What follows belongs to an exercise in optimizing a design on an open flow for small area and a short achievable clock period; a production flow would make more cautious choices.
Where RTL was checked, it was by simulation tests only, not by an equivalence proof against the original.
For run 1, only the layout was checked, not whether the RTL still works.
Power and IR drop assume default switching activity.

<file path="design/flow/flow/run.sh">
#!/bin/bash
# Layout flow: the standard synthesis unchanged, then the standard ORFS
# layout steps with these changes:
#  - ports are buffered with buf_2 cells (the default picks a slow delay cell),
#  - timing repair may resize across cell footprints and aims for extra
#    setup slack, repairing only the worst paths.
set -euo pipefail
bash standard.sh synth > synth.log 2>&1
bash standard.sh \
  "BUFFER_PORTS_ARGS=-buffer_cell sky130_fd_sc_hd__buf_2" \
  MATCH_CELL_FOOTPRINT=0 \
  SETUP_SLACK_MARGIN=${MARGIN:-7.5} \
  TNS_END_PERCENT=5 \
  finish > layout.log 2>&1
</file>
<file path="design/flow/standard.sh">
#!/bin/bash
# synth_recipe.tcl (not shown) runs the flow's synth.tcl, then flattens the netlist and writes it again
# the make line also repeats each setting of config.mk as NAME=value (left out here)
make -C /OpenROAD-flow-scripts/flow DESIGN_CONFIG=/design/flow/config.mk WORK_HOME=/design/flow/orfs CLKGATE_MAP_FILE= SYNTH_SCRIPT=/design/flow/synth_recipe.tcl "${@:-finish}"
</file>
<file path="design/flow/config.mk">
export PLATFORM = sky130hd
export DESIGN_NAME = SingleCycle_Top
export DESIGN_NICKNAME = SingleCycle_Top
export VERILOG_FILES = /design/flow/design.v
export SDC_FILE = /design/flow/constraint.sdc
export NUM_CORES = 4
export LEC_CHECK = 0
export CAP_MARGIN = 20
export CORE_MARGIN = 2
export CORE_UTILIZATION = 40
export SLEW_MARGIN = 20
export SYNTH_HIERARCHICAL = 1
</file>
<file path="design/flow/constraint.sdc">
create_clock -name core_clock -period 16.0 [get_ports {CLK}]
set_input_delay 3.2000 -clock core_clock [delete_from_list [all_inputs] [get_ports {CLK}]]
set_output_delay 3.2000 -clock core_clock [all_outputs]
set_load 0.01 [all_outputs]
</file>
<file path="design/flow/design.v">
module rf_hold (input we, input wd, input nwe, input q, output y);
	assign y = (we & wd) | (nwe & q);
endmodule
module rf_rdbit (input [31:0] sel, input [31:0] d, output y);
	assign y = |(sel & d);
endmodule
module add16 (input [15:0] a, input [15:0] b, output [15:0] y);
	wire [16:0] c;
	assign c[0] = 1'b0;
	genvar i;
	generate
		for (i = 0; i < 16; i = i + 1) begin : rc
			assign y[i]   = a[i] ^ b[i] ^ c[i];
			assign c[i+1] = (a[i] & b[i]) | (c[i] & (a[i] ^ b[i]));
		end
	endgenerate
endmodule
module inc16 (input [15:0] a, output [15:0] y);
	wire [16:0] c;
	assign c[0] = 1'b1;
	genvar i;
	generate
		for (i = 0; i < 16; i = i + 1) begin : rc
			assign y[i]   = a[i] ^ c[i];
			assign c[i+1] = a[i] & c[i];
		end
	endgenerate
endmodule
module SingleCycle_Top
(
	input				CLK	,
	input				RST	,
	output [9:0]	IMEM_ADDR	,
	input	 [15:0]	IMEM_RDATA	,
	output [9:0]	DMEM_ADDR	,
	output [15:0]	DMEM_WDATA	,
	output			DMEM_WE		,
	input	 [15:0]	DMEM_RDATA
);
	reg  [15:0] pc;
	reg  [15:0] aux;
	reg  [31:0] vld;
	wire [15:0] I  = IMEM_RDATA;
	wire [5:0]  op = I[15:10];
	wire [4:0]  fa = I[9:5];
	wire [4:0]  fb = I[4:0];
	wire is_sub  = (op == 6'd1);
	wire is_not  = (op == 6'd2);
	wire is_and  = (op == 6'd3) | (op == 6'd11);
	wire is_or   = (op == 6'd4) | (op == 6'd12);
	wire is_xor  = (op == 6'd5) | (op == 6'd13);
	wire is_sll  = (op == 6'd6);
	wire is_srl  = (op == 6'd7) | (op == 6'd8);
	wire is_imm  = (op >= 6'd9) & (op <= 6'd13);
	wire is_lui  = (op == 6'd10);
	wire is_br   = (op >= 6'd14) & (op <= 6'd23);
	wire is_jal  = (op == 6'd24);
	wire is_lw   = (op == 6'd25);
	wire is_sw   = (op == 6'd26);
	wire is_loa  = (op == 6'd28);
	wire reg_we  = (op == 6'd24) | (op == 6'd25) | (op == 6'd27);
	wire [15:0] wdata = is_jal ? pc : (is_lw ? DMEM_RDATA : aux);
	wire [31:0] sel1, sel2;
	wire [31:0] col [0:15];    
	genvar g, b;
	generate
		for (g = 0; g < 32; g = g + 1) begin : regs
			wire        we  = reg_we & (fb == g);
			wire        nwe = ~we;
			wire [15:0] d;
			reg  [15:0] r;
			for (b = 0; b < 16; b = b + 1) begin : bits
				rf_hold h (.we(we), .wd(wdata[b]), .nwe(nwe), .q(r[b]), .y(d[b]));
				assign col[b][g] = r[b];
			end
			always @(posedge CLK) r <= d;
			always @(posedge CLK or negedge RST) begin
				if (!RST) vld[g] <= 1'b0;
				else if (we) vld[g] <= 1'b1;
			end
			assign sel1[g] = (fa == g) & vld[g];
			assign sel2[g] = (fb == g) & vld[g];
		end
	endgenerate
	wire [15:0] rd1, rd2;
	generate
		for (b = 0; b < 16; b = b + 1) begin : rdp
			rf_rdbit p1 (.sel(sel1), .d(col[b]), .y(rd1[b]));
			rf_rdbit p2 (.sel(sel2), .d(col[b]), .y(rd2[b]));
		end
	endgenerate
	wire [15:0] X = is_imm ? aux : ((reg_we & (fa == fb)) ? wdata : rd1);
	wire [15:0] Y = is_imm ? {8'h00, I[7:0]} : (reg_we ? wdata : rd2);
	wire        sub  = is_sub | is_br;
	wire [15:0] Yp   = Y ^ {16{sub}};
	wire [15:0] p    = X ^ Yp;           
	wire [15:0] gn   = X & Yp;           
	wire [16:0] sum  = {1'b0, X} + {1'b0, Yp} + {16'h0, sub};
	wire        eq   = &p;               
	wire        ge_u = sum[16];
	wire        ge_s = sum[16] ^ X[15] ^ Y[15];
	wire        gt_u = ge_u & ~eq;
	wire        gt_s = ge_s & ~eq;
	reg taken;
	always @* begin
		case (op[4:0])
			5'd14:   taken = eq;
			5'd15:   taken = ~eq;
			5'd16:   taken = ~gt_s;
			5'd17:   taken = gt_s;
			5'd18:   taken = ge_s;
			5'd19:   taken = ~gt_s;
			5'd20:   taken = ~gt_u;
			5'd21:   taken = gt_u;
			5'd22:   taken = ge_u;
			default: taken = ~gt_u;
		endcase
	end
	wire [15:0] Xr, T, Tr;
	genvar j;
	generate
		for (j = 0; j < 16; j = j + 1) begin : rev
			assign Xr[j] = X[15-j];
			assign Tr[j] = T[15-j];
		end
	endgenerate
	wire [15:0] Z   = is_sll ? X : Xr;
	assign      T   = Z << Y[3:0];
	wire        big = |Y[15:4];
	wire s_sum = ~(is_not | is_and | is_or | is_xor | is_sll | is_srl | is_lui | is_br | is_loa);
	wire [15:0] aux_n =
		  ({16{s_sum}}          & sum[15:0])
		| ({16{is_not}}         & ~X)
		| ({16{is_and}}         & gn)
		| ({16{is_or}}          & (p | gn))
		| ({16{is_xor}}         & p)
		| ({16{is_sll & ~big}}  & T)
		| ({16{is_srl & ~big}}  & Tr)
		| ({16{is_lui}}         & {I[7:0], 8'h00})
		| ({16{is_loa}}         & Y);
	wire [15:0] pc_br, pc_inc;
	add16 u_pcbr (.a(pc), .b(aux), .y(pc_br));
	inc16 u_pcinc (.a(pc), .y(pc_inc));
	wire [15:0] pc_n = is_jal ? aux : ((is_br & taken) ? pc_br : pc_inc);
	always @(posedge CLK or negedge RST) begin
		if (!RST) begin
			pc  <= 16'h0;
			aux <= 16'h0;
		end else begin
			pc  <= pc_n;
			aux <= aux_n;
		end
	end
	assign IMEM_ADDR  = pc[9:0];
	assign DMEM_ADDR  = aux[9:0];
	assign DMEM_WDATA = rd2;
	assign DMEM_WE    = is_sw;
endmodule
</file>
==> summary.txt, run 1 <==
Status
  – Status: timing/DRC/antenna clean

Route
  – Routed Antenna Nets: 0
  – Via Count: 28,500
  – WL/cell: 34.1 µm
  – Vias per cell: 7.14
  – Final wirelength: 136,000 µm
  – DRC Markers: 0
  – Iter 0 DRT Violations: 3,996
  – Drt pass-1 iters: 7

STA
  – Endpoints failing setup: 0
  – Worst hold margin: 0.496 ns
  – Fin. Hold Viols: 0
  – Final Slew Violations: 0
  – Fin worst setup slack: 7.33 ns
  – RSZ-0062 raised after global routing: true
  – Fmax: 0.115 GHz
  – Period utilization: 0.542
  – Worst-margin pin slew: 1.15 ns
  – Slew margin rel.: 0.227
  – Min Tclk post-route: 8.67 ns
  – Clock skew: 0.0326 ns
  – Final TNS setup: 0 ns

Clocking
  – CTS H-Tree Depth: 3
  – Cts bufs inserted: 66
  – CTS tree: built
  – Worst skew pair latency: 0.63 ns
  – Clk slew on worst S/H paths: 0.06 ns
  – Root Driver: clkbuf_16
  – CTS Sinks: 576
  – Max clock buf depth: 3

Logic synthesis
  – Syn Area/Cell: 10.0 µm²
  – Sequential area share after synthesis: 0.417
  – Post-synthesis cell area: 28,400 µm²
  – Synth Instances: 2,832
  – EDFF count, synth: 0
  – Main synth FF type: dfxtp_1
  – Fraction of registers with async set/reset: 0.111
  – Seq cells post-synth: 576
  – Top cells by area, synth: dfxtp_1 36%, a22o_1 16%, a22oi_1 13%, dfrtp_1 5.6%, nand4_1 3.0%
  – Post-synth top area share: 0.361
  – Syn_nets: 2,928
  – Area leader, netlist: dfxtp_1
  – Synth cell types: 89
  – YS warnings: 7

Power
  – Cell Pwr Density: 106 nW/µm²
  – VDD IR-drop max: 71.8 µV
  – Final total power: 3.57 mW
  – Leak: 13.1 nW

Floorplanning
  – Core Area: 70,100 µm²
  – Die ar.: 73,200 µm²
  – Die Width: 271 µm
  – Io pins: 71
  – Cell row count: 97
  – Initial core utilization: 0.405
  – Chip height: 271 µm

Global route
  – Grt total ovfl: 0
  – Initial antenna violation count: 5
  – Vias in the first global route: 26,600
  – All-Layer GR Usage: 0.354
  – First-pass GRT wire length: 193,000 µm
  – Largest net degree at the start of global routing: 65

Layout
  – Most common cell after layout, fill and taps aside: a22o_1
  – Fraction of layout cells with a size suffix above 1: 0.188
  – Area growth, synth to finish: 18.1%
  – Final Net Count: 3,096
  – Final std cells w/o fill: 3,988
  – Finished Cell Area: 33,600 µm²
  – Post-layout util: 0.479
  – Most frequent cells in the layout: 515 x a22o_1, 512 x dfxtp_1, 451 x a22oi_1, 135 x nand4_1, 101 x nand2_1
  – ANT cells: 0

Worst setup path
  – CP startpoint kind: primary input
  – Critical path class: in -> out
  – Largest fanout on the critical path: 9
  – Largest stage delay, worst path: 0.66 ns
  – CP endpoint kind: primary output
  – WP buf/inv: 2
  – Slowest CP cell: or4_4
  – CP Data Arrival Time: 5.47 ns
  – Largest delay share family, worst path: simple AND/OR/NAND/NOR gates
  – CP required: 12.80 ns
  – Worst path cell trace: buf_16 > nor2b_2 > and2_4 > and3_2 > a22oi_1 > nand4_1 > or4_4 > buf_2

Placement
  – DP HPWL: 93,200 µm
  – Placed Instances: 3,811
  – Input/output buffers: 70
  – Final GP Congestion: 0.998
  – DP Worst Slack: 5.55 ns
  – Placed inst area: 30,100 µm²

Worst hold path
  – HP Class: reg -> reg

Job
  – Max_cap viols: 0
## repair_timing
item                                    in CTS  in global routing
setup buffers                               32                 13
endpoints found under the setup margin      37                 33
hold buffers                                 0                  0
gates resized for setup                    155                 62
pin swaps                                   62                 47
cloned                                      14                  2
## synthesized netlist by cell type, drive strengths merged, types with 4 or more instances
cell type and count:
mux2 10, mux2i 29, nand2b 39, and2 13, or3 6, xnor2 21
nand3 26, a31o 5, a21o 10, a21oi 58, nor3b 4, nand2 104
a31oi 11, nand4 136, o211ai 14, or4 36, and3 74, and3b 4
o21ai 66, o22ai 11, dfrtp 64, o21a 4, xor2 15, dfxtp 512
nor2b 9, nor2 101, fa 15, buf 40, clkbuf 50, a22oi 522
a221oi 19, a22o 515, nor3 20, ha 47, a221o 16, or2 25
inv 90, o221ai 19, a211oi 23
## where the power goes
part / switching, mW / leakage [nW] / internal [mW] / total, mW
Combinational: 0.270 / 7.05 / 0.168 / 0.437
Sequential: 0.0899 / 4.96 / 1.50 / 1.59
Clock: 0.644 / 1.08 / 0.899 / 1.54
## layout make-up
type	instances	area (µm²)
fillers	6623	36600
multi-input cells	2091	16700
flip-flops and latches	576	11900
clock buffers	91	1900
repair buffers	175	1340
well taps	940	1180
inverters	90	342
clock inverters	25	273
## per-layer routing
metal  vias up  wire, µm  track usage
met4         8      8380        0.192
met1     14200     53400        0.462
li1      12000         -            -
met3       374     14500       0.0798
met5         -        55            0
met2      1964     59700        0.545
## cell families after synthesis
| logic type | share of synthesized area |
|---|---|
| buffers and inverters | 0.0285 |
| AO/OA/AOI/OAI | 0.377 |
| adder cells (fa/ha/maj) | 0.0313 |
| multiplexers | 0.0142 |
| AND/OR/NAND/NOR | 0.120 |
| XOR/XNOR | 0.0122 |
| flip-flops | 0.417 |
## sequential cells by signal, indices dropped and copies added, names as in the netlist
register  count
regs.r      512
pc           16
vld          32
aux          16
## final timing paths
| path | start | endpoint | slack, ns | depth (start not counted) |
|---|---|---|---|---|
| max | IMEM_RDATA[2] | DMEM_WDATA[6] | 7.33 | 8 |
| min | vld[22]$_DFFE_PN0P_ | vld[22]$_DFFE_PN0P_ | 0.50 | 1 |
| max reg2reg | aux[0]$_DFF_PN0_ | pc[15]$_DFF_PN0_ | 8.81 | 19 |
| min reg2reg | vld[22]$_DFFE_PN0P_ | vld[22]$_DFFE_PN0P_ | 0.50 | 1 |
| max in group asynchronous | RST | vld[24]$_DFFE_PN0P_ | 12.48 | 2 |
| min in group asynchronous | RST | pc[3]$_DFF_PN0_ | 2.81 | 2 |
## modules after synthesis (local to each module, per instance)
module / area (µm²) / cells
inc16: 188 / 16
SingleCycle_Top: 18400 / 1616
rf_hold: 8.76 / 1
rf_rdbit: 158 / 21
add16: 317 / 16
==> run 2, diff against run 1 <==
--- a/design/flow/design.v
+++ b/design/flow/design.v
@@ -1,8 +1,28 @@
 module rf_hold (input we, input wd, input nwe, input q, output y);
 	assign y = (we & wd) | (nwe & q);
 endmodule
-module rf_rdbit (input [31:0] sel, input [31:0] d, output y);
-	assign y = |(sel & d);
+module rf_oct (input [7:0] s, input [7:0] d, output y);
+	assign y = |(s & d);
+endmodule
+module rf_nor2 (input a, input b, output y);
+	assign y = ~(a | b);
+endmodule
+module rf_nand3 (input a, input b, input c, output y);
+	assign y = ~(a & b & c);
+endmodule
+module rf_rdbit (input [31:0] sel, input [31:0] d, input nx, output y);
+	wire [3:0] h;
+	wire [1:0] m;
+	genvar i;
+	generate
+		for (i = 0; i < 4; i = i + 1) begin : l2
+			rf_oct u (.s(sel[8*i+7:8*i]), .d(d[8*i+7:8*i]), .y(h[i]));
+		end
+		for (i = 0; i < 2; i = i + 1) begin : l3
+			rf_nor2 u (.a(h[2*i]), .b(h[2*i+1]), .y(m[i]));
+		end
+	endgenerate
+	rf_nand3 u4 (.a(m[0]), .b(m[1]), .c(nx), .y(y));
 endmodule
 module add16 (input [15:0] a, input [15:0] b, output [15:0] y);
 	wire [16:0] c;
@@ -78,19 +98,22 @@
 				if (!RST) vld[g] <= 1'b0;
 				else if (we) vld[g] <= 1'b1;
 			end
-			assign sel1[g] = (fa == g) & vld[g];
-			assign sel2[g] = (fb == g) & vld[g];
+			assign sel1[g] = (fa == g) & vld[g] & ~killX;
+			assign sel2[g] = (fb == g) & vld[g] & ~killY;
 		end
 	endgenerate
-	wire [15:0] rd1, rd2;
+	wire        fwdA  = reg_we & (fa == fb);
+	wire        killX = is_imm | fwdA;
+	wire        killY = is_imm | reg_we;
+	wire [15:0] xsrc  = is_imm ? aux : (fwdA ? wdata : 16'h0);
+	wire [15:0] ysrc  = is_imm ? {8'h00, I[7:0]} : (reg_we ? wdata : 16'h0);
+	wire [15:0] X, Y;
 	generate
 		for (b = 0; b < 16; b = b + 1) begin : rdp
-			rf_rdbit p1 (.sel(sel1), .d(col[b]), .y(rd1[b]));
-			rf_rdbit p2 (.sel(sel2), .d(col[b]), .y(rd2[b]));
+			rf_rdbit p1 (.sel(sel1), .d(col[b]), .nx(~xsrc[b]), .y(X[b]));
+			rf_rdbit p2 (.sel(sel2), .d(col[b]), .nx(~ysrc[b]), .y(Y[b]));
 		end
 	endgenerate
-	wire [15:0] X = is_imm ? aux : ((reg_we & (fa == fb)) ? wdata : rd1);
-	wire [15:0] Y = is_imm ? {8'h00, I[7:0]} : (reg_we ? wdata : rd2);
 	wire        sub  = is_sub | is_br;
 	wire [15:0] Yp   = Y ^ {16{sub}};
 	wire [15:0] p    = X ^ Yp;           
@@ -153,6 +176,6 @@
 	end
 	assign IMEM_ADDR  = pc[9:0];
 	assign DMEM_ADDR  = aux[9:0];
-	assign DMEM_WDATA = rd2;
+	assign DMEM_WDATA = Y;    
 	assign DMEM_WE    = is_sw;
 endmodule
==> summary.txt, run 2 <==
Power
  – Cell Pwr Density: 103 nW/µm²
  – Final total power: 3.42 mW
  – VDD IR-drop max: 89.3 µV
  – Leak: 13.0 nW

Worst setup path
  – Reg-to-Reg End: pc[15]$_DFF_PN0_
  – Setup slack, reg-to-reg: 9.00 ns
  – CP required: 12.80 ns
  – WP buf/inv: 4
  – CP Depth: 13
  – Critical path class: in -> out
  – Worst path cell trace: buf_12 > nand2b_4 > or2_4 > nor2_4 > buf_12 > nor3_4 > buf_12 > and3_4 > a22oi_1 > nand4_1 > nor2_2 > nand3_2 > buf_2
  – CP endpoint kind: primary output
  – CP startpoint kind: primary input
  – CP Data Arrival Time: 5.85 ns
  – Largest stage delay, worst path: 0.35 ns
  – Critical register-to-register path startpoint: aux[0]$_DFF_PN0_
  – CP most frequent cell: buf_12
  – Largest fanout on the critical path: 8
  – FF-to-FF path depth: 18
  – Largest delay share family, worst path: simple AND/OR/NAND/NOR gates
  – Slowest CP cell: nand4_1

Floorplanning
  – Chip height: 266 µm
  – Cell row count: 95
  – Core Area: 67,500 µm²
  – Initial core utilization: 0.406
  – Die ar.: 70,600 µm²
  – Io pins: 71
  – Die Width: 266 µm

Layout
  – Final std cells w/o fill: 3,800
  – Top reg by flops: regs.r
  – Number of filler cells placed in the layout: 6,154
  – Final Net Count: 2,970
  – Most common cell after layout, fill and taps aside: a22o_1
  – Max FFs per register: 512
  – Post-layout util: 0.492
  – Most frequent cells in the layout: 513 x a22o_1, 512 x dfxtp_1, 480 x a22oi_1, 134 x nand4_1, 118 x nand2_1
  – Fraction of layout cells with a size suffix above 1: 0.189
  – Area used by multi-input combinational logic: 16,500 µm²
  – Largest regs: regs.r: 512 flops, vld: 32 flops
  – Area growth, synth to finish: 21.1%
  – FF+latch area: 11,900 µm²

Clocking
  – Cts bufs inserted: 60
  – CTS tree: built
  – CTS Sinks: 576
  – Worst skew pair latency: 0.66 ns
  – Root Driver: clkbuf_16
  – Max clock buf depth: 3
  – CTS H-Tree Depth: 2
  – Hold buffers post-CTS: 0
  – Clk slew on worst S/H paths: 0.06 ns

Route
  – DRC Markers: 0
  – Via Count: 27,200
  – Final wirelength: 125,000 µm
  – Drt pass-1 iters: 8
  – Iter 0 DRT Violations: 3,797
  – Routed Antenna Nets: 0
  – WL/cell: 32.8 µm
  – Vias per cell: 7.16

Logic synthesis
  – Syn Area/Cell: 10.1 µm²
  – Synth cell types: 82
  – Compound-Gate Fraction of Synth Area: 0.355
  – Post-synth top cells: 541 x a22oi_1, 513 x a22o_1, 512 x dfxtp_1
  – EDFF count, synth: 0
  – Most frequent cell after synthesis: a22oi_1
  – Top cells by area, synth: dfxtp_1 37%, a22o_1 16%, a22oi_1 15%, dfrtp_1 5.8%, nand4_1 3.1%
  – Adder-Cell Fraction of Synth Area: 0.0324
  – YS warnings: 7
  – Fraction of registers with async set/reset: 0.111
  – Main combinational cell family by area after synthesis: compound AO/OA/AOI/OAI gates
  – Synth Area in XOR/XNOR: 0.0117
  – Main synth FF type: dfxtp_1
  – Seq cells post-synth: 576
  – Post-synth top area share: 0.374
  – Mux share of post-synthesis cell area: 0.0326
  – Simple-Gate Fraction of Synth Area: 0.111
  – Area leader, netlist: dfxtp_1
  – Sequential area share after synthesis: 0.432
  – Post-synthesis cell area: 27,400 µm²
  – Syn_nets: 2,804
  – Synth Instances: 2,708

Placement
  – Placed Instances: 3,624
  – Final GP Congestion: 1.08
  – DP HPWL: 82,200 µm
  – Input/output buffers: 70

Worst hold path
  – HP Class: reg -> reg
  – Worst Hold Launch: vld[12]$_DFFE_PN0P_
  – Hold path endpoint: vld[12]$_DFFE_PN0P_
  – Hold depth: 1

STA
  – Final TNS setup: 0 ns
  – Final Slew Violations: 0
  – Slew margin rel.: 0.276
  – Endpoints failing setup: 0
  – RSZ-0062 raised after global routing: true
  – Min Tclk post-route: 9.05 ns
  – Clock skew: 0.0459 ns
  – Worst-margin pin slew: 1.08 ns
  – Period utilization: 0.566
  – Fin. Hold Viols: 0
  – Fmax: 0.110 GHz

Global route
  – First-pass GRT wire length: 181,000 µm
  – Vias in the first global route: 25,900
  – Grt total ovfl: 0
  – Largest net degree at the start of global routing: 65
  – All-Layer GR Usage: 0.344
  – Initial antenna violation count: 7

Job
  – Max_cap viols: 0

Status
  – Status: timing/DRC/antenna clean
[run 2: cell count changes in the layout (fill, tap and decap cells not counted), moves of 17 or more]
cell / before / now
a22oi_1: 451 / 480
buf_4: 94 / 72
inv_1: 88 / 69
mux2i_1: 29 / 56
nand2_1: 101 / 118
nor2_1: 93 / 64
nor2_4: 3 / 29
o21ai_0: 59 / 28
or2_2: 23 / 3
or4_4: 24 / 0
[run 2: worst max path at each step]
stage	slack (ns)	from	to
final	6.95	IMEM_RDATA[12]	DMEM_WDATA[11]
after CTS	7.12	IMEM_RDATA[12]	DMEM_WDATA[2]
after floorplan	7.45	IMEM_RDATA[15]	DMEM_WDATA[5]
after detailed placement	5.53	IMEM_RDATA[10]	pc[4]$_DFF_PN0_
after global placement	5.54	IMEM_RDATA[10]	pc[2]$_DFF_PN0_
after global routing	6.98	IMEM_RDATA[12]	DMEM_WDATA[11]
[run 2: power breakdown]
| part | internal, mW | switching, mW | leakage [nW] |
|---|---|---|---|
| Sequential | 1.49 | 0.0720 | 4.98 |
| Clock | 0.870 | 0.625 | 1.03 |
| Combinational | 0.130 | 0.230 | 7.01 |
[run 2: repair_timing]
action | CTS | global route
gates cloned | 23 | 0
resized for setup | 253 | 96
pin swaps | 101 | 13
setup endpoints to repair | 44 | 47
setup buffers | 36 | 2
[run 2: cell type report]
| type | instances | share of cell area |
|---|---|---|
| well taps | 873 | 0.0329 |
| multi-input cells | 2000 | 0.496 |
| inverters | 71 | 0.00803 |
| clock buffers | 89 | 0.0540 |
| repair buffers | 165 | 0.0422 |
| diodes | 4 | 0.000302 |
| flip-flops and latches | 576 | 0.357 |
| clock inverters | 22 | 0.00916 |
[run 2: through the flow]
step / setup slack, ns / hold slack, ns / instance area [µm²]
3_5_place_dp: 5.53 / 0.462 / 29100
5_1_grt: 6.98 / 0.497 / 33200
6_report: 6.95 / 0.492 / 33200
3_3_place_gp: 5.54 / 0.455 / 29100
4_1_cts: 7.12 / 0.483 / 32800
2_1_floorplan: 7.45 / 0.440 / 27600
[run 2: modules after synthesis, one instance, submodules excluded, excerpt]
module           times used  flops+latches
rf_nand3                 32              0
rf_nor2                  64              0
add16                     1              0
rf_oct                  128              0
rf_hold                 512              0
inc16                     1              0
SingleCycle_Top           1            576
[run 2: logic make-up (layout without fill, tap and decap cells)]
family                   count (synthesis)  count (layout)
AO/OA/AOI/OAI                         1233            1233
XOR/XNOR                                35              35
adder cells (fa/ha/maj)                 62              62
buffers and inverters                  148             347
flip-flops                             576             576
multiplexers                            73              73
other                                    0               4
AND/OR/NAND/NOR                        581             597
[run 2: routing by layer]
metal | vias up | global-route usage | part of all wire
met1 | 13600 | 0.452 | 0.40
met2 | 1760 | 0.500 | 0.42
li1 | 11500 | - | -
met5 | - | 0 | 0.00091
met4 | 10 | 0.201 | 0.069
met3 | 433 | 0.0989 | 0.11
==> run 3, diff against run 2 <==
--- a/design/flow/design.v
+++ b/design/flow/design.v
@@ -4,13 +4,13 @@
 module rf_oct (input [7:0] s, input [7:0] d, output y);
 	assign y = |(s & d);
 endmodule
-module rf_nor2 (input a, input b, output y);
-	assign y = ~(a | b);
+module rf_oai21 (input a, input b, input c, output y);
+	assign y = ~((a | b) & c);
 endmodule
 module rf_nand3 (input a, input b, input c, output y);
 	assign y = ~(a & b & c);
 endmodule
-module rf_rdbit (input [31:0] sel, input [31:0] d, input nx, output y);
+module rf_rdbit (input [31:0] sel, input [31:0] d, input nkill, input nx, output y);
 	wire [3:0] h;
 	wire [1:0] m;
 	genvar i;
@@ -19,7 +19,7 @@
 			rf_oct u (.s(sel[8*i+7:8*i]), .d(d[8*i+7:8*i]), .y(h[i]));
 		end
 		for (i = 0; i < 2; i = i + 1) begin : l3
-			rf_nor2 u (.a(h[2*i]), .b(h[2*i+1]), .y(m[i]));
+			rf_oai21 u (.a(h[2*i]), .b(h[2*i+1]), .c(nkill), .y(m[i]));
 		end
 	endgenerate
 	rf_nand3 u4 (.a(m[0]), .b(m[1]), .c(nx), .y(y));
@@ -98,8 +98,8 @@
 				if (!RST) vld[g] <= 1'b0;
 				else if (we) vld[g] <= 1'b1;
 			end
-			assign sel1[g] = (fa == g) & vld[g] & ~killX;
-			assign sel2[g] = (fb == g) & vld[g] & ~killY;
+			assign sel1[g] = (fa == g) & vld[g];
+			assign sel2[g] = (fb == g) & vld[g];
 		end
 	endgenerate
 	wire        fwdA  = reg_we & (fa == fb);
@@ -110,8 +110,8 @@
 	wire [15:0] X, Y;
 	generate
 		for (b = 0; b < 16; b = b + 1) begin : rdp
-			rf_rdbit p1 (.sel(sel1), .d(col[b]), .nx(~xsrc[b]), .y(X[b]));
-			rf_rdbit p2 (.sel(sel2), .d(col[b]), .nx(~ysrc[b]), .y(Y[b]));
+			rf_rdbit p1 (.sel(sel1), .d(col[b]), .nkill(~killX), .nx(~xsrc[b]), .y(X[b]));
+			rf_rdbit p2 (.sel(sel2), .d(col[b]), .nkill(~killY), .nx(~ysrc[b]), .y(Y[b]));
 		end
 	endgenerate
 	wire        sub  = is_sub | is_br;
==> design/flow/flow/run.sh (replaced) <==
#!/bin/bash
# Layout flow: the standard synthesis unchanged, then the standard ORFS
# layout steps with these changes:
#  - ports are buffered with buf_2 cells (the default picks a slow delay cell),
#  - timing repair may resize across cell footprints and aims for extra
#    setup slack, repairing only the worst paths,
#  - the clock tree uses larger sink clusters of clkbuf_8 cells.
set -euo pipefail
bash standard.sh synth > synth.log 2>&1
bash standard.sh \
  "BUFFER_PORTS_ARGS=-buffer_cell sky130_fd_sc_hd__buf_2" \
  MATCH_CELL_FOOTPRINT=0 \
  SETUP_SLACK_MARGIN=8 \
  TNS_END_PERCENT=5 \
  CTS_CLUSTER_SIZE=16 \
  CTS_CLUSTER_DIAMETER=60 \
  CTS_BUF_LIST=sky130_fd_sc_hd__clkbuf_8 \
  finish > layout.log 2>&1
==> summary.txt, run 3 <==
Status
  – Status: timing/DRC/antenna clean

Worst setup path
  – Largest fanout on the critical path: 9
  – CP startpoint kind: primary input
  – Setup slack, reg-to-reg: 8.97 ns
  – CP Data Arrival Time: 5.19 ns
  – CP endpoint kind: primary output
  – CP required: 12.80 ns
  – WP buf/inv: 3
  – Slowest CP cell: o21ai_2
  – Largest delay share family, worst path: simple AND/OR/NAND/NOR gates
  – Critical path class: in -> out
  – Largest stage delay, worst path: 0.38 ns
  – Worst path cell trace: buf_6 > nor2b_4 > buf_6 > and3_4 > a22oi_2 > nand4_1 > o21ai_2 > nand3_4 > buf_6
  – CP most frequent cell: buf_6

Power
  – Gate power share: 0.160
  – Leak: 13.0 nW
  – VDD IR-drop max: 72.2 µV
  – Cell Pwr Density: 88.0 nW/µm²
  – Reg power frac: 0.537
  – NetSw: 0.910 mW
  – Switch share: 0.310
  – Internal power: 2.02 mW
  – Final total power: 2.93 mW
  – Clock Power Share: 0.303

Floorplanning
  – Cell row count: 96
  – Die ar.: 71,500 µm²
  – Io pins: 71
  – Core Area: 68,700 µm²
  – Initial core utilization: 0.404
  – Chip height: 267 µm
  – Die Width: 267 µm

Placement
  – DP HPWL: 82,300 µm
  – Final GP Congestion: 1.02
  – Placed Instances: 3,721
  – Placed inst area: 29,700 µm²
  – Input/output buffers: 70
  – DP Worst Slack: 6.32 ns

Global route
  – Largest net degree at the start of global routing: 65
  – Vias in the first global route: 27,100
  – All-Layer GR Usage: 0.378
  – Initial antenna violation count: 8
  – First-pass GRT wire length: 196,000 µm
  – Grt total ovfl: 0

Layout
  – Area used by multi-input combinational logic: 16,700 µm²
  – Top reg by flops: regs.r
  – FF+latch area: 11,900 µm²
  – Final std cells w/o fill: 3,922
  – Number of filler cells placed in the layout: 6,345
  – Most frequent cells in the layout: 514 x a22o_1, 512 x dfxtp_1, 488 x a22oi_1, 132 x nand4_1, 110 x nand2_1
  – Most common cell after layout, fill and taps aside: a22o_1
  – Fraction of layout cells with a size suffix above 1: 0.189
  – Largest regs: regs.r: 512 flops, vld: 32 flops
  – Final Net Count: 3,056
  – Area growth, synth to finish: 20.0%
  – Finished Cell Area: 33,300 µm²
  – Max FFs per register: 512

STA
  – Min Tclk post-route: 8.39 ns
  – Fin. Hold Viols: 0
  – RSZ-0062 raised after global routing: true
  – Period utilization: 0.524
  – Fin worst setup slack: 7.61 ns
  – Final Slew Violations: 0
  – Worst-margin pin slew: 0.965 ns
  – Slew margin rel.: 0.354
  – Clock skew: 0.0799 ns
  – Fmax: 0.119 GHz
  – Endpoints failing setup: 0
  – Final TNS setup: 0 ns

Clocking
  – Worst skew pair latency: 0.73 ns
  – Cts bufs inserted: 47
  – CTS Sinks: 576
  – Clk slew on worst S/H paths: 0.11 ns
  – Max clock buf depth: 3
  – CTS tree: built
  – CTS H-Tree Depth: 2
  – Root Driver: clkbuf_8
  – Hold buffers post-CTS: 0

Route
  – Iter 0 DRT Violations: 4,243
  – Drt pass-1 iters: 7
  – DRC Markers: 0
  – Final wirelength: 141,000 µm
  – Vias per cell: 7.33
  – WL/cell: 35.8 µm
  – Via Count: 28,700
  – Routed Antenna Nets: 0

Logic synthesis
  – Synth Instances: 2,743
  – Post-synthesis cell area: 27,800 µm²
  – Post-synth top cells: 544 x a22oi_1, 514 x a22o_1, 512 x dfxtp_1
  – Post-synth top area share: 0.369
  – Seq cells post-synth: 576
  – Sequential area share after synthesis: 0.427
  – YS warnings: 7
  – Synth cell types: 87
  – Most frequent cell after synthesis: a22oi_1
  – EDFF count, synth: 0
  – Syn_nets: 2,839
  – Main synth FF type: dfxtp_1
  – Fraction of registers with async set/reset: 0.111
  – Top cells by area, synth: dfxtp_1 37%, a22o_1 16%, a22oi_1 15%, dfrtp_1 5.8%, nand4_1 3.0%
  – Area leader, netlist: dfxtp_1
  – Syn Area/Cell: 10.1 µm²

Worst hold path
  – HP Class: reg -> reg

Job
  – Max_cap viols: 0
-- run 3: metrics by stage --
step / util / hold slack, ns
floorplan: - / 0.440
global placement: 0.432 / 0.455
detailed placement: 0.432 / 0.463
CTS: 0.484 / 0.502
global route: 0.485 / 0.521
finish: 0.485 / 0.505
-- run 3: timing repair --
action                                  CTS  global route
resized for setup                       337            23
cloned                                   46             0
endpoints found under the setup margin   35            32
pin swaps                               127            12
buffers inserted                         75             0
-- run 3: kinds of logic (layout without fill, tap and decap cells) --
family / Yosys count / count (layout) / synth area share
mux: 46 / 46 / 0.0247
xor+xnor: 33 / 33 / 0.0110
other cells: 0 / 4 / 0
buf+inv: 153 / 373 / 0.0243
simple gates: 569 / 593 / 0.116
fa+ha+maj: 62 / 62 / 0.0320
flops: 576 / 576 / 0.427
compound gates: 1304 / 1304 / 0.365
-- run 3: Yosys stat by module, one instance, submodules excluded, excerpt --
module / flops+latches / copies in the design / area [µm²]
SingleCycle_Top: 576 / 1 / 17600
add16: 0 / 1 / 317
inc16: 0 / 1 / 188
rf_hold: 0 / 512 / 8.76
rf_nand3: 0 / 32 / 5.00
rf_oai21: 0 / 64 / 5.00
rf_oct: 0 / 128 / 36.3
-- run 3: worst paths after layout --
path                                           from             endpoint  depth (start not counted)
worst max-delay path                  IMEM_RDATA[0]        DMEM_WDATA[6]                          9
worst min-delay path            vld[27]$_DFFE_PN0P_  vld[27]$_DFFE_PN0P_                          1
worst max register to register     aux[0]$_DFF_PN0_     pc[15]$_DFF_PN0_                         18
worst min register to register  vld[27]$_DFFE_PN0P_  vld[27]$_DFFE_PN0P_                          1
max in group asynchronous                       RST     pc[11]$_DFF_PN0_                          1
min in group asynchronous                       RST  vld[10]$_DFFE_PN0P_                          1
-- run 3: power groups by stage --
stage	Clock, mW	Sequential, mW	Combinational, mW
after floorplan	0	1.57	0.224
after global placement	0	1.60	0.329
after detailed placement	0	1.60	0.335
after CTS	0.896	1.57	0.450
after global routing	0.945	1.58	0.482
final	0.890	1.57	0.468
-- run 3: worst register-to-register path: cells and delay by family, from the launching register on --
family	cells	cell delay, ns
fa+ha+maj	15	5.85
xor+xnor	1	0.36
compound gates	1	0.08
flops	1	0.53
simple gates	1	0.10
-- run 3: per-layer routing --
| metal | vias to the layer above | wire length, µm | GRT usage |
|---|---|---|---|
| met1 | 14300 | 53100 | 0.479 |
| met3 | 543 | 17400 | 0.119 |
| met5 | - | 38 | 0 |
| li1 | 11800 | - | - |
| met2 | 2133 | 59000 | 0.555 |
| met4 | 6 | 11100 | 0.245 |
-- run 3: area by class of cell --
| type | instances | area share |
|---|---|---|
| repair buffers | 225 | 0.0714 |
| well taps | 931 | 0.0350 |
| flip-flops and latches | 576 | 0.356 |
| clock buffers | 50 | 0.0207 |
| multi-input cells | 2038 | 0.501 |
| diodes | 4 | 0.000300 |
| inverters | 72 | 0.00811 |
| clock inverters | 26 | 0.00755 |
==> run 4, diff against run 3 <==
--- a/design/flow/flow/run.sh
+++ b/design/flow/flow/run.sh
@@ -10,9 +10,9 @@
 bash standard.sh \
   "BUFFER_PORTS_ARGS=-buffer_cell sky130_fd_sc_hd__buf_2" \
   MATCH_CELL_FOOTPRINT=0 \
-  SETUP_SLACK_MARGIN=8 \
+  SETUP_SLACK_MARGIN=7.4 \
   TNS_END_PERCENT=5 \
-  CTS_CLUSTER_SIZE=16 \
+  CTS_CLUSTER_SIZE=14 \
   CTS_CLUSTER_DIAMETER=60 \
   CTS_BUF_LIST=sky130_fd_sc_hd__clkbuf_8 \
   finish > layout.log 2>&1
==> summary.txt, run 4 <==
Logic synthesis
  – Syn_nets: 2,839
  – Most frequent cell after synthesis: a22oi_1
  – Seq cells post-synth: 576
  – EDFF count, synth: 0
  – Main synth FF type: dfxtp_1
  – Post-synth top cells: 544 x a22oi_1, 514 x a22o_1, 512 x dfxtp_1
  – Top cells by area, synth: dfxtp_1 37%, a22o_1 16%, a22oi_1 15%, dfrtp_1 5.8%, nand4_1 3.0%
  – Fraction of registers with async set/reset: 0.111
  – Sequential area share after synthesis: 0.427
  – Area leader, netlist: dfxtp_1
  – Synth Instances: 2,743
  – Synth cell types: 87
  – Syn Area/Cell: 10.1 µm²
  – Post-synthesis cell area: 27,800 µm²
  – YS warnings: 7
  – Post-synth top area share: 0.369

Global route
  – Vias in the first global route: 25,600
  – Largest net degree at the start of global routing: 65
  – All-Layer GR Usage: 0.322
  – First-pass GRT wire length: 173,000 µm
  – Initial antenna violation count: 11
  – Grt total ovfl: 0

Worst setup path
  – CP required: 12.80 ns
  – CP Data Arrival Time: 5.52 ns
  – Critical path class: in -> out
  – FF-to-FF path depth: 18
  – CP startpoint kind: primary input
  – CP endpoint kind: primary output
  – Setup slack, reg-to-reg: 9.03 ns
  – Largest fanout on the critical path: 16

Route
  – DRC Markers: 0
  – Iter 0 DRT Violations: 3,585
  – Drt pass-1 iters: 6
  – WL/cell: 31.8 µm
  – Via Count: 27,400
  – Final wirelength: 122,000 µm
  – Routed Antenna Nets: 0
  – Vias per cell: 7.12

Floorplanning
  – Cell row count: 96
  – Core Area: 68,700 µm²
  – Die ar.: 71,500 µm²
  – Chip height: 267 µm
  – Initial core utilization: 0.404
  – Io pins: 71
  – Die Width: 267 µm

STA
  – Fmax: 0.115 GHz
  – Final Slew Violations: 0
  – Slew margin rel.: 0.308
  – RSZ-0062 raised after global routing: true
  – Final TNS setup: 0 ns
  – Clock skew: 0.0360 ns
  – Fin worst setup slack: 7.28 ns
  – Endpoints failing setup: 0
  – Fin. Hold Viols: 0
  – Min Tclk post-route: 8.72 ns
  – Worst-margin pin slew: 1.04 ns
  – Period utilization: 0.545

Layout
  – Area used by multi-input combinational logic: 16,000 µm²
  – Max FFs per register: 512
  – Fraction of layout cells with a size suffix above 1: 0.138
  – FF+latch area: 11,900 µm²
  – Largest regs: regs.r: 512 flops, vld: 32 flops
  – Final Net Count: 2,979
  – Most common cell after layout, fill and taps aside: a22oi_1
  – Most frequent cells in the layout: 527 x a22oi_1, 514 x a22o_1, 512 x dfxtp_1, 132 x nand4_1, 119 x nand2_1
  – Number of filler cells placed in the layout: 6,565
  – Area growth, synth to finish: 14.3%
  – Top reg by flops: regs.r

Power
  – Leak: 12.4 nW
  – Final total power: 2.85 mW
  – VDD IR-drop max: 65.8 µV
  – Cell Pwr Density: 89.8 nW/µm²

Clocking
  – Max clock buf depth: 3
  – CTS H-Tree Depth: 2
  – Cts bufs inserted: 53
  – Worst skew pair latency: 0.72 ns
  – Hold buffers post-CTS: 0
  – CTS tree: built
  – Clk slew on worst S/H paths: 0.09 ns
  – Root Driver: clkbuf_8
  – CTS Sinks: 576

Placement
  – DP HPWL: 80,700 µm
  – DP Worst Slack: 5.86 ns
  – Input/output buffers: 70
  – Final GP Congestion: 1.03

Worst hold path
  – Hold depth: 1
  – HP Class: reg -> reg

Status
  – Status: timing/DRC/antenna clean

Job
  – Max_cap viols: 0
[run 4: worst paths after layout]
path	start	endpoint
max in group asynchronous	RST	pc[5]$_DFF_PN0_
min in group asynchronous	RST	vld[20]$_DFFE_PN0P_
setup / recovery	IMEM_RDATA[0]	DMEM_WDATA[6]
hold / removal	vld[16]$_DFFE_PN0P_	vld[16]$_DFFE_PN0P_
setup reg to reg	aux[0]$_DFF_PN0_	pc[15]$_DFF_PN0_
hold reg to reg	vld[16]$_DFFE_PN0P_	vld[16]$_DFFE_PN0P_
[run 4: where the power goes]
group / leakage, nW / switching (mW) / internal [mW]
sequential: 4.98 / 0.0700 / 1.49
clock: 0.530 / 0.547 / 0.344
combinational: 6.88 / 0.243 / 0.151
total: 12.4 / 0.860 / 1.99
[run 4: stage by stage]
step	std cells	hold WS (ns)	utilization	area, µm²
floorplan	2743	0.440	-	28000
detailed placement	3717	0.459	0.429	29500
finish	3845	0.490	0.462	31700
CTS	3817	0.483	0.453	31100
global route	3843	0.506	0.462	31700
global placement	3717	0.455	0.429	29500
[run 4: modules after synthesis, one instance, submodules excluded, excerpt]
module,cells inside,times used,flops+latches
SingleCycle_Top,1463,1,576
rf_oai21,1,64,0
rf_nand3,1,32,0
rf_hold,1,512,0
inc16,16,1,0
rf_oct,5,128,0
add16,16,1,0
[run 4: what timing repair did]
| item | CTS | global route |
|---|---|---|
| setup buffers | 13 | 20 |
| setup endpoints to repair | 32 | 32 |
| pin swaps | 8 | 18 |
| gates cloned | 4 | 5 |
| resized for setup | 140 | 71 |
[run 4: cell type report]
cell class | instances | share of cell area
repair buffers | 165 | 0.0465
flip-flops and latches | 576 | 0.374
inverters | 72 | 0.00852
clock buffers | 55 | 0.0239
well taps | 931 | 0.0367
multi-input cells | 2015 | 0.504
diodes | 3 | 0.000237
clock inverters | 28 | 0.00647
[run 4: per-layer routing]
layer  track usage  vias to the layer above  part of all wire
li1              -                    11600                 -
met2         0.499                     1813              0.44
met3        0.0850                      371              0.11
met5       0.00208                        -            0.0013
met1         0.411                    13600              0.38
met4         0.170                       16             0.060
[run 4: logic make-up after synthesis]
group,count (synthesis),synth area share
and+or+nand+nor,569,0.116
adders and majority gates,62,0.0320
xor gates and xnor gates,33,0.0110
muxes,46,0.0247
AOI/OAI and AO/OA,1304,0.365
buffers and inverters,153,0.0243
DFF,576,0.427
[run 4: critical path, stage by stage]
cell     delay [ns]
buf_2          0.19
nor2b_2        0.21
buf_4          0.21
and3_4         0.26
a22oi_1        0.29
nand4_1        0.37
o21ai_2        0.31
nand3_2        0.23
buf_2          0.21
==> run 5, diff against run 4 <==
--- a/design/flow/design.v
+++ b/design/flow/design.v
@@ -6,6 +6,12 @@
 endmodule
 module rf_oai21 (input a, input b, input c, output y);
 	assign y = ~((a | b) & c);
+endmodule
+module rf_nor2 (input a, input b, output y);
+	assign y = ~(a | b);
+endmodule
+module rf_nand2 (input a, input b, output y);
+	assign y = ~(a & b);
 endmodule
 module rf_nand3 (input a, input b, input c, output y);
 	assign y = ~(a & b & c);
@@ -23,6 +29,23 @@
 		end
 	endgenerate
 	rf_nand3 u4 (.a(m[0]), .b(m[1]), .c(nx), .y(y));
+endmodule
+module rf_rdbit2 (input [31:0] sel, input [31:0] d, input nkill, input nx, output r, output y);
+	wire [3:0] h;
+	wire [1:0] m;
+	wire       t;
+	genvar i;
+	generate
+		for (i = 0; i < 4; i = i + 1) begin : l2
+			rf_oct u (.s(sel[8*i+7:8*i]), .d(d[8*i+7:8*i]), .y(h[i]));
+		end
+		for (i = 0; i < 2; i = i + 1) begin : l3
+			rf_nor2 u (.a(h[2*i]), .b(h[2*i+1]), .y(m[i]));
+		end
+	endgenerate
+	rf_nand2 u4 (.a(m[0]), .b(m[1]), .y(r));
+	rf_nand2 u5 (.a(r), .b(nkill), .y(t));
+	rf_nand2 u6 (.a(t), .b(nx), .y(y));
 endmodule
 module add16 (input [15:0] a, input [15:0] b, output [15:0] y);
 	wire [16:0] c;
@@ -107,11 +130,11 @@
 	wire        killY = is_imm | reg_we;
 	wire [15:0] xsrc  = is_imm ? aux : (fwdA ? wdata : 16'h0);
 	wire [15:0] ysrc  = is_imm ? {8'h00, I[7:0]} : (reg_we ? wdata : 16'h0);
-	wire [15:0] X, Y;
+	wire [15:0] X, Y, rd2;
 	generate
 		for (b = 0; b < 16; b = b + 1) begin : rdp
 			rf_rdbit p1 (.sel(sel1), .d(col[b]), .nkill(~killX), .nx(~xsrc[b]), .y(X[b]));
-			rf_rdbit p2 (.sel(sel2), .d(col[b]), .nkill(~killY), .nx(~ysrc[b]), .y(Y[b]));
+			rf_rdbit2 p2 (.sel(sel2), .d(col[b]), .nkill(~killY), .nx(~ysrc[b]), .r(rd2[b]), .y(Y[b]));
 		end
 	endgenerate
 	wire        sub  = is_sub | is_br;
@@ -176,6 +199,6 @@
 	end
 	assign IMEM_ADDR  = pc[9:0];
 	assign DMEM_ADDR  = aux[9:0];
-	assign DMEM_WDATA = Y;    
+	assign DMEM_WDATA = rd2;
 	assign DMEM_WE    = is_sw;
 endmodule
==> summary.txt, run 5 <==
Worst setup path
  – Critical register-to-register path startpoint: pc[0]$_DFF_PN0_
  – Largest fanout on the critical path: 16
  – Reg-to-Reg End: pc[15]$_DFF_PN0_
  – CP Data Arrival Time: 5.51 ns
  – CP startpoint kind: primary input
  – CP required: 12.80 ns
  – Setup slack, reg-to-reg: 8.99 ns
  – FF-to-FF path depth: 18
  – CP endpoint kind: primary output
  – Critical path class: in -> out

Route
  – M1 wire length: 46,800 µm
  – Top Layer Used: met5
  – WL met3: 13,000 µm
  – Vias per cell: 7.10
  – Drt pass-1 iters: 6
  – Iter 0 DRT Violations: 3,908
  – Routed met2 length: 50,300 µm
  – Final wirelength: 119,000 µm
  – Routed Antenna Nets: 0
  – DRC Markers: 0
  – Via Count: 26,800
  – WL/cell: 31.5 µm

Placement
  – Input/output buffers: 70
  – DP HPWL: 79,800 µm
  – Final GP Congestion: 0.994

Job
  – Max_cap viols: 0

Clocking
  – Hold buffers post-CTS: 0
  – Root Driver: clkbuf_8
  – Clk slew on worst S/H paths: 0.08 ns
  – Worst skew pair latency: 0.74 ns
  – Cts bufs inserted: 51
  – CTS Sinks: 576
  – Max clock buf depth: 3
  – CTS H-Tree Depth: 2
  – CTS tree: built

Logic synthesis
  – EDFF count, synth: 0
  – Syn Area/Cell: 9.99 µm²
  – Fraction of registers with async set/reset: 0.111
  – Most frequent cell after synthesis: a22oi_1
  – Seq cells post-synth: 576
  – Synth Instances: 2,754
  – Synth cell types: 69
  – Sequential area share after synthesis: 0.431
  – Main synth FF type: dfxtp_1
  – Post-synthesis cell area: 27,500 µm²
  – Top cells by area, synth: dfxtp_1 37%, a22o_1 16%, a22oi_1 15%, dfrtp_1 5.8%, nand4_1 3.0%
  – YS warnings: 7
  – Post-synth top area share: 0.372
  – Area leader, netlist: dfxtp_1
  – Post-synth top cells: 543 x a22oi_1, 514 x a22o_1, 512 x dfxtp_1
  – Syn_nets: 2,850

Floorplanning
  – Core Area: 68,300 µm²
  – Io pins: 71
  – Initial core utilization: 0.403
  – Die Width: 266 µm
  – Die ar.: 70,900 µm²
  – Cell row count: 96
  – Chip height: 266 µm

Power
  – Cell Pwr Density: 89.4 nW/µm²
  – Leak: 12.1 nW
  – VDD IR-drop max: 64.2 µV

STA
  – Endpoints failing setup: 0
  – Min Tclk post-route: 8.71 ns
  – Clock skew: 0.0519 ns
  – Worst-margin pin slew: 0.999 ns
  – Fin. Hold Viols: 0
  – Period utilization: 0.544
  – Slew margin rel.: 0.334
  – Fmax: 0.115 GHz
  – RSZ-0062 raised after global routing: true
  – Final Slew Violations: 0
  – Final TNS setup: 0 ns

Layout
  – Most frequent cells in the layout: 535 x a22oi_1, 514 x a22o_1, 512 x dfxtp_1, 172 x nand2_1, 132 x nand4_1
  – Post-layout util: 0.448
  – Area growth, synth to finish: 11.1%
  – Number of filler cells placed in the layout: 6,537
  – Final Net Count: 2,965
  – Largest regs: regs.r: 512 flops, vld: 32 flops
  – Fraction of layout cells with a size suffix above 1: 0.109
  – Max FFs per register: 512
  – Top reg by flops: regs.r
  – Most common cell after layout, fill and taps aside: a22oi_1

Worst hold path
  – Hold path endpoint: vld[18]$_DFFE_PN0P_
  – HP Class: reg -> reg
  – Worst Hold Launch: vld[18]$_DFFE_PN0P_
  – Hold depth: 1

Global route
  – Initial antenna violation count: 9
  – First-pass GRT wire length: 173,000 µm
  – All-Layer GR Usage: 0.325
  – Largest net degree at the start of global routing: 65
  – Vias in the first global route: 25,400
  – Grt total ovfl: 0

Status
  – Status: timing/DRC/antenna clean
[run 5: how the worst max path moves through the flow]
stage                    from                to  slack, ns  cells after the start
3_5_place_dp    IMEM_RDATA[1]   pc[4]$_DFF_PN0_       6.54                     23
6_report        IMEM_RDATA[3]    DMEM_WDATA[10]       7.29                      9
4_1_cts         IMEM_RDATA[1]    DMEM_WDATA[10]       7.35                      9
3_3_place_gp    IMEM_RDATA[1]   pc[7]$_DFF_PN0_       6.71                     23
5_1_grt         IMEM_RDATA[3]     DMEM_WDATA[9]       7.36                      9
2_1_floorplan  IMEM_RDATA[15]  pc[11]$_DFF_PN0_       7.41                     25
[run 5: worst max-delay path: stages]
cell	delay [ns]
clkbuf_4	0.25
nand2b_1	0.24
nor2_1	0.12
and3_2	0.38
a22oi_1	0.23
nand4_1	0.31
nor2_2	0.33
nand2_1	0.23
buf_2	0.20
[run 5: cell families (layout without fill, tap and decap cells)]
logic type | Yosys count | count (layout) | synth area share
AOI/OAI and AO/OA | 1259 | 1259 | 0.359
and+or+nand+nor | 592 | 592 | 0.111
DFF | 576 | 576 | 0.431
buffers and inverters | 155 | 293 | 0.0252
muxes | 75 | 75 | 0.0301
adders and majority gates | 62 | 62 | 0.0323
xor gates and xnor gates | 35 | 35 | 0.0117
other | 0 | 4 | 0
[run 5: layout make-up]
type / instances / area (µm²) / area share
Clock inverter: 23 / 145 / 0.00475
Timing Repair Buffer: 143 / 1010 / 0.0329
Tap cell: 882 / 1100 / 0.0361
Sequential cell: 576 / 11900 / 0.387
Antenna cell: 4 / 10.0 / 0.000327
Clock buffer: 53 / 729 / 0.0238
Inverter: 74 / 282 / 0.00920
Multi-Input combinational cell: 2023 / 15500 / 0.505
[run 5: per-module statistics from Yosys, one instance, submodules excluded, a selection]
module           times used  cells
inc16                     1     16
add16                     1     16
rf_hold                 512      1
SingleCycle_Top           1   1442
rf_nand3                 16      1
rf_oct                  128      5
rf_oai21                 32      1
rf_nor2                  32      1
rf_nand2                 48      1
[run 5: metrics by stage]
step	cells	setup slack (ns)	hold slack (ns)	power, mW	area, µm²
2_1_floorplan	2754	7.41	0.439	1.78	27600
3_3_place_gp	3687	6.71	0.457	1.89	29300
3_5_place_dp	3688	6.54	0.461	1.90	29300
4_1_cts	3766	7.35	0.484	2.74	30300
5_1_grt	3776	7.36	0.500	2.83	30600
6_report	3778	7.29	0.483	2.73	30600
[run 5: timing repair]
action | CTS | global route
setup endpoints to repair | 32 | 37
pin swaps | 4 | 8
setup buffers | 2 | 6
resized for setup | 50 | 38
[run 5: per-layer routing]
metal  vias up  track usage
met2      1807        0.479
met5         -            0
li1      11400            -
met1     13200        0.433
met3       397       0.0707
met4         8        0.204
[run 5: where the power goes]
| group | internal (mW) | total (mW) | leakage (nW) | switching [mW] |
|---|---|---|---|---|
| Clock | 0.313 | 0.848 | 0.498 | 0.535 |
| Combinational | 0.120 | 0.329 | 6.64 | 0.209 |
| Sequential | 1.49 | 1.56 | 4.98 | 0.0655 |
| Total | 1.93 | 2.73 | 12.1 | 0.809 |
==> run 6, diff against run 5 <==
--- a/design/flow/flow/run.sh
+++ b/design/flow/flow/run.sh
@@ -10,7 +10,7 @@
 bash standard.sh \
   "BUFFER_PORTS_ARGS=-buffer_cell sky130_fd_sc_hd__buf_2" \
   MATCH_CELL_FOOTPRINT=0 \
-  SETUP_SLACK_MARGIN=7.4 \
+  SETUP_SLACK_MARGIN=7.8 \
   TNS_END_PERCENT=5 \
   CTS_CLUSTER_SIZE=14 \
   CTS_CLUSTER_DIAMETER=60 \
==> summary.txt, run 6 <==
Worst setup path
  – Reg-to-Reg End: pc[15]$_DFF_PN0_
  – CP required: 12.80 ns
  – Crit path launch: IMEM_RDATA[2]
  – CP endpoint kind: primary output
  – CP Data Arrival Time: 5.18 ns
  – Largest fanout on the critical path: 16
  – Critical path class: in -> out
  – Setup slack, reg-to-reg: 9.03 ns
  – FF-to-FF path depth: 18
  – CP startpoint kind: primary input
  – Critical register-to-register path startpoint: aux[0]$_DFF_PN0_

Layout
  – Most common cell after layout, fill and taps aside: a22oi_1
  – Fraction of layout cells with a size suffix above 1: 0.135
  – Number of filler cells placed in the layout: 6,422
  – Largest regs: regs.r: 512 flops, vld: 32 flops
  – Top reg by flops: regs.r
  – Area growth, synth to finish: 13.8%
  – Max FFs per register: 512
  – Finished Cell Area: 31,300 µm²
  – Most frequent cells in the layout: 534 x a22oi_1, 514 x a22o_1, 512 x dfxtp_1, 166 x nand2_1, 132 x nand4_1
  – Final Net Count: 2,998

STA
  – RSZ-0062 raised after global routing: true
  – Endpoints failing setup: 0
  – Clock skew: 0.0432 ns
  – Slew margin rel.: 0.296
  – Fin. Hold Viols: 0
  – Worst-margin pin slew: 1.05 ns
  – Min Tclk post-route: 8.38 ns
  – Fmax: 0.119 GHz
  – Period utilization: 0.524
  – Final Slew Violations: 0
  – Final TNS setup: 0 ns

Clocking
  – Root Driver: clkbuf_8
  – Hold buffers post-CTS: 0
  – Max clock buf depth: 3
  – CTS Sinks: 576
  – CTS tree: built
  – CTS H-Tree Depth: 2
  – Clk slew on worst S/H paths: 0.09 ns
  – Worst skew pair latency: 0.70 ns
  – Cts bufs inserted: 51

Power
  – Leak: 12.4 nW
  – Cell Pwr Density: 88.9 nW/µm²
  – VDD IR-drop max: 73.3 µV

Logic synthesis
  – Main combinational cell family by area after synthesis: compound AO/OA/AOI/OAI gates
  – Synth Instances: 2,754
  – Synth Area in XOR/XNOR: 0.0117
  – Area leader, netlist: dfxtp_1
  – Mux share of post-synthesis cell area: 0.0301
  – Most frequent cell after synthesis: a22oi_1
  – Post-synthesis cell area: 27,500 µm²
  – YS warnings: 7
  – Seq cells post-synth: 576
  – Syn Area/Cell: 9.99 µm²
  – Main synth FF type: dfxtp_1
  – Compound-Gate Fraction of Synth Area: 0.359
  – Syn_nets: 2,850
  – Post-synth top cells: 543 x a22oi_1, 514 x a22o_1, 512 x dfxtp_1
  – Adder-Cell Fraction of Synth Area: 0.0323
  – EDFF count, synth: 0
  – Simple-Gate Fraction of Synth Area: 0.111
  – Fraction of registers with async set/reset: 0.111
  – Sequential area share after synthesis: 0.431
  – Synth cell types: 69
  – Post-synth top area share: 0.372
  – Top cells by area, synth: dfxtp_1 37%, a22o_1 16%, a22oi_1 15%, dfrtp_1 5.8%, nand4_1 3.0%

Floorplanning
  – Die Width: 266 µm
  – Cell row count: 96
  – Die ar.: 70,900 µm²
  – Core Area: 68,300 µm²
  – Initial core utilization: 0.403
  – Io pins: 71
  – Chip height: 266 µm

Route
  – WL/cell: 32.2 µm
  – Iter 0 DRT Violations: 3,891
  – Final wirelength: 123,000 µm
  – DRC Markers: 0
  – Via Count: 27,300
  – Drt pass-1 iters: 6
  – Routed Antenna Nets: 0
  – Vias per cell: 7.17

Placement
  – Final GP Congestion: 0.953
  – Placed inst area: 29,300 µm²
  – Input/output buffers: 70
  – DP HPWL: 77,500 µm

Global route
  – All-Layer GR Usage: 0.327
  – First-pass GRT wire length: 174,000 µm
  – Vias in the first global route: 25,300
  – Largest net degree at the start of global routing: 66
  – Initial antenna violation count: 7
  – Grt total ovfl: 0

Worst hold path
  – Hold path endpoint: vld[0]$_DFFE_PN0P_
  – HP Class: reg -> reg
  – Worst Hold Launch: vld[0]$_DFFE_PN0P_
  – Hold depth: 1

Status
  – Status: timing/DRC/antenna clean

Job
  – Max_cap viols: 0
-- run 6: changes by cell type in the layout (fill, tap and decap cells not counted), sizes merged --
cell | previous run | this run
and2 | 8 | 9
o21ai | 89 | 91
inv | 94 | 84
bufinv | 0 | 2
clkinvlp | 1 | 2
buf | 141 | 163
nor2b | 12 | 13
and3 | 60 | 65
clkinv | 2 | 4
clkbuf | 55 | 60
-- run 6: per-layer routing --
| layer | vias up | wire, µm | track usage |
|---|---|---|---|
| met1 | 13600 | 48800 | 0.438 |
| met4 | 4 | 7540 | 0.172 |
| li1 | 11500 | - | - |
| met5 | - | 23 | 0 |
| met2 | 1901 | 51400 | 0.481 |
| met3 | 343 | 14800 | 0.0841 |
-- run 6: logic make-up after synthesis --
| group | count (synthesis) |
|---|---|
| AOI/OAI and AO/OA | 1259 |
| and+or+nand+nor | 592 |
| DFF | 576 |
| buffers and inverters | 155 |
| muxes | 75 |
| adders and majority gates | 62 |
| xor gates and xnor gates | 35 |
-- run 6: worst max path at each step --
stage,cells after the start,end,slack (ns)
detailed placement,22,pc[14]$_DFF_PN0_,6.61
floorplan,20,pc[11]$_DFF_PN0_,7.81
global placement,22,pc[12]$_DFF_PN0_,6.70
CTS,9,DMEM_WDATA[8],7.67
global route,9,DMEM_WDATA[6],7.67
finish,9,DMEM_WDATA[7],7.62
-- run 6: per-stage QoR --
| stage | hold WS (ns) | setup slack [ns] | util | instances | power (mW) |
|---|---|---|---|---|---|
| 4_1_cts | 0.492 | 7.67 | 0.450 | 3776 | 2.77 |
| 2_1_floorplan | 0.439 | 7.81 | - | 2754 | 1.78 |
| 6_report | 0.490 | 7.62 | 0.458 | 3809 | 2.78 |
| 5_1_grt | 0.517 | 7.67 | 0.458 | 3807 | 2.88 |
| 3_5_place_dp | 0.461 | 6.61 | 0.429 | 3687 | 1.90 |
| 3_3_place_gp | 0.455 | 6.70 | 0.428 | 3685 | 1.88 |
-- run 6: worst max-delay path, cell delays in order --
cell and delay, ns:
buf_6 0.15, nand2_1 0.14, nor2_1 0.11, and3_4 0.31, a22oi_1 0.22, nand4_1 0.45
nor2_4 0.32, nand2_2 0.11, buf_2 0.15
-- run 6: layout make-up --
| class | count | area, µm² | area share |
|---|---|---|---|
| well taps | 882 | 1100 | 0.0352 |
| multi-input cells | 2032 | 15800 | 0.505 |
| clock inverters | 18 | 171 | 0.00547 |
| clock buffers | 56 | 771 | 0.0246 |
| repair buffers | 167 | 1330 | 0.0425 |
| inverters | 74 | 278 | 0.00887 |
| flip-flops and latches | 576 | 11900 | 0.378 |
| diodes | 4 | 10.0 | 0.000320 |
-- run 6: Yosys stat by module (local to each module, per instance), excerpt --
| module | flip-flops and latches | area [µm²] | times used |
|---|---|---|---|
| SingleCycle_Top | 576 | 17300 | 1 |
| add16 | 0 | 317 | 1 |
| inc16 | 0 | 188 | 1 |
| rf_hold | 0 | 8.76 | 512 |
| rf_nand2 | 0 | 3.75 | 48 |
| rf_nand3 | 0 | 5.00 | 16 |
| rf_nor2 | 0 | 3.75 | 32 |
| rf_oai21 | 0 | 5.00 | 32 |
| rf_oct | 0 | 36.3 | 128 |
-- run 6: what timing repair did --
item	CTS	global route
pin swaps	34	25
setup endpoints to repair	37	37
cloned	4	9
setup buffers	11	18
gates resized for setup	112	62
-- run 6: report_power, final --
group,switching (mW),total (mW),leakage [nW],internal [mW]
sequential,0.0667,1.56,4.98,1.49
combinational,0.214,0.341,6.92,0.127
clock,0.530,0.885,0.504,0.356
total,0.810,2.78,12.4,1.97
==> run 7, diff against run 6 <==
--- a/design/flow/flow/run.sh
+++ b/design/flow/flow/run.sh
@@ -10,7 +10,7 @@
 bash standard.sh \
   "BUFFER_PORTS_ARGS=-buffer_cell sky130_fd_sc_hd__buf_2" \
   MATCH_CELL_FOOTPRINT=0 \
-  SETUP_SLACK_MARGIN=7.8 \
+  SETUP_SLACK_MARGIN=8.2 \
   TNS_END_PERCENT=5 \
   CTS_CLUSTER_SIZE=14 \
   CTS_CLUSTER_DIAMETER=60 \
==> summary.txt, run 7 <==
Logic synthesis
  – Top cells by area, synth: dfxtp_1 37%, a22o_1 16%, a22oi_1 15%, dfrtp_1 5.8%, nand4_1 3.0%
  – Sequential area share after synthesis: 0.431
  – Most frequent cell after synthesis: a22oi_1
  – Main synth FF type: dfxtp_1
  – Synth Area in XOR/XNOR: 0.0117
  – YS warnings: 7
  – Syn_nets: 2,850
  – Syn Area/Cell: 9.99 µm²
  – Post-synth top area share: 0.372
  – Synth Instances: 2,754
  – Fraction of registers with async set/reset: 0.111
  – Mux share of post-synthesis cell area: 0.0301
  – EDFF count, synth: 0
  – Adder-Cell Fraction of Synth Area: 0.0323
  – Post-synthesis cell area: 27,500 µm²

Worst hold path
  – Worst Hold Launch: vld[4]$_DFFE_PN0P_
  – Hold path endpoint: vld[4]$_DFFE_PN0P_
  – HP Class: reg -> reg
  – Hold depth: 1

Clocking
  – Clk slew on worst S/H paths: 0.09 ns
  – Cts bufs inserted: 53
  – CTS H-Tree Depth: 2
  – Worst skew pair latency: 0.73 ns
  – CTS tree: built
  – Max clock buf depth: 3
  – CTS Sinks: 576

Worst setup path
  – CP Data Arrival Time: 5.09 ns
  – FF-to-FF path depth: 18
  – CP startpoint kind: primary input
  – CP endpoint kind: primary output
  – Largest fanout on the critical path: 14
  – Critical path class: in -> out

Global route
  – First-pass GRT wire length: 179,000 µm
  – Vias in the first global route: 25,800
  – Initial antenna violation count: 9
  – Largest net degree at the start of global routing: 65
  – All-Layer GR Usage: 0.339
  – Grt total ovfl: 0

STA
  – Fin. Hold Viols: 0
  – Fin worst setup slack: 7.71 ns
  – Endpoints failing setup: 0
  – Clock skew: 0.0421 ns
  – RSZ-0062 raised after global routing: true
  – Worst hold margin: 0.498 ns
  – Fmax: 0.121 GHz
  – Worst-margin pin slew: 1.05 ns

Layout
  – Largest regs: regs.r: 512 flops, vld: 32 flops
  – Most common cell after layout, fill and taps aside: a22o_1
  – Fraction of layout cells with a size suffix above 1: 0.173
  – Area growth, synth to finish: 17.5%
  – Max FFs per register: 512
  – Post-layout util: 0.473

Route
  – Vias per cell: 7.09
  – WL/cell: 32.5 µm
  – Routed Antenna Nets: 0
  – Drt pass-1 iters: 6
  – DRC Markers: 0
  – Iter 0 DRT Violations: 3,792

Floorplanning
  – Cell row count: 96
  – Die ar.: 70,900 µm²
  – Core Area: 68,300 µm²
  – Chip height: 266 µm

Status
  – Status: timing/DRC/antenna clean

Power
  – VDD IR-drop max: 94.6 µV
  – Final total power: 2.85 mW
  – Cell Pwr Density: 88.2 nW/µm²

Placement
  – Final GP Congestion: 0.962
  – DP Worst Slack: 6.34 ns
  – Placed Instances: 3,687
  – DP HPWL: 80,800 µm
  – Input/output buffers: 70
-- run 7: changes by cell type in the layout (fill, tap and decap cells not counted), moves of 6 or more --
cell     delta
nor3b_4     +6
buf_4      +11
a22oi_1    -23
nor2_2      +7
a22oi_2    +23
and3_2     +19
and3_1     -13
nand2_2     +9
nand2_1    -14
buf_12     +15
-- run 7: worst max path at each step --
stage | startpoint | to | slack (ns) | cells past startpoint
2_1_floorplan | IMEM_RDATA[11] | pc[11]$_DFF_PN0_ | 8.12 | 21
3_3_place_gp | IMEM_RDATA[12] | pc[7]$_DFF_PN0_ | 6.52 | 22
3_5_place_dp | IMEM_RDATA[12] | pc[7]$_DFF_PN0_ | 6.34 | 23
4_1_cts | IMEM_RDATA[3] | DMEM_WDATA[0] | 7.81 | 9
5_1_grt | IMEM_RDATA[0] | DMEM_WDATA[13] | 7.75 | 10
6_report | IMEM_RDATA[0] | DMEM_WDATA[12] | 7.71 | 10
-- run 7: routing by layer --
metal | vias to the layer above | wire length, µm | track usage
met5 | - | 52 | 0
met1 | 13500 | 49800 | 0.455
li1 | 11600 | - | -
met3 | 389 | 14300 | 0.0803
met4 | 8 | 7780 | 0.171
met2 | 1886 | 53500 | 0.509
-- run 7: cell type report --
cell class                 instances  area [µm²]
fill                            6314       36000
multi-input combinational       2038       16200
sequential                       576       11900
timing repair buffer             201        1840
tap                              882        1100
clock buffer                      57         785
inverter                          74         280
clock inverter                    24         236
antenna                            1        2.50
-- run 7: where the power goes --
| part | leakage [nW] | internal (mW) | switching (mW) | total, mW |
|---|---|---|---|---|
| combinational | 7.34 | 0.136 | 0.219 | 0.355 |
| clock | 0.541 | 0.384 | 0.550 | 0.934 |
| sequential | 4.98 | 1.49 | 0.0724 | 1.56 |
-- run 7: what timing repair did --
| action | CTS | global route |
|---|---|---|
| pin swaps | 67 | 29 |
| gates resized for setup | 182 | 104 |
| hold buffers | 0 | 0 |
| setup buffers | 41 | 24 |
| cloned | 16 | 2 |
| setup endpoints to repair | 46 | 41 |
-- run 7: kinds of logic (layout without fill, tap and decap cells) --
group / Yosys count / in the layout
other: 0 / 1
XOR/XNOR: 35 / 35
multiplexers: 75 / 75
buffers and inverters: 155 / 356
adder cells (fa/ha/maj): 62 / 62
flip-flops: 576 / 576
AO/OA/AOI/OAI: 1259 / 1259
AND/OR/NAND/NOR: 592 / 607
-- run 7: critical path, stage by stage --
cell and delay (ns):
buf_16 0.12, buf_12 0.14, nand2b_4 0.08, nor2_1 0.08
and3_4 0.25, a22oi_1 0.26, nand4_1 0.30, nor2_4 0.36
nand2_4 0.12, buf_2 0.17
-- run 7: per-module statistics from Yosys, one instance, submodules excluded, a selection --
module / flops+latches / area, µm² / times used / cells
SingleCycle_Top: 576 / 17300 / 1 / 1442
add16: 0 / 317 / 1 / 16
inc16: 0 / 188 / 1 / 16
rf_oct: 0 / 36.3 / 128 / 5
rf_hold: 0 / 8.76 / 512 / 1
rf_nand3: 0 / 5.00 / 16 / 1
rf_oai21: 0 / 5.00 / 32 / 1
rf_nand2: 0 / 3.75 / 48 / 1
rf_nor2: 0 / 3.75 / 32 / 1

Setup slack of run 7, layout unchanged: 7.710 ns with ideal ports, 7.495 ns with driving cells assumed (clock clkbuf_16, inputs buf_2), 7.488 ns with port delays also shifted by the 0.765 ns mid clock arrival.
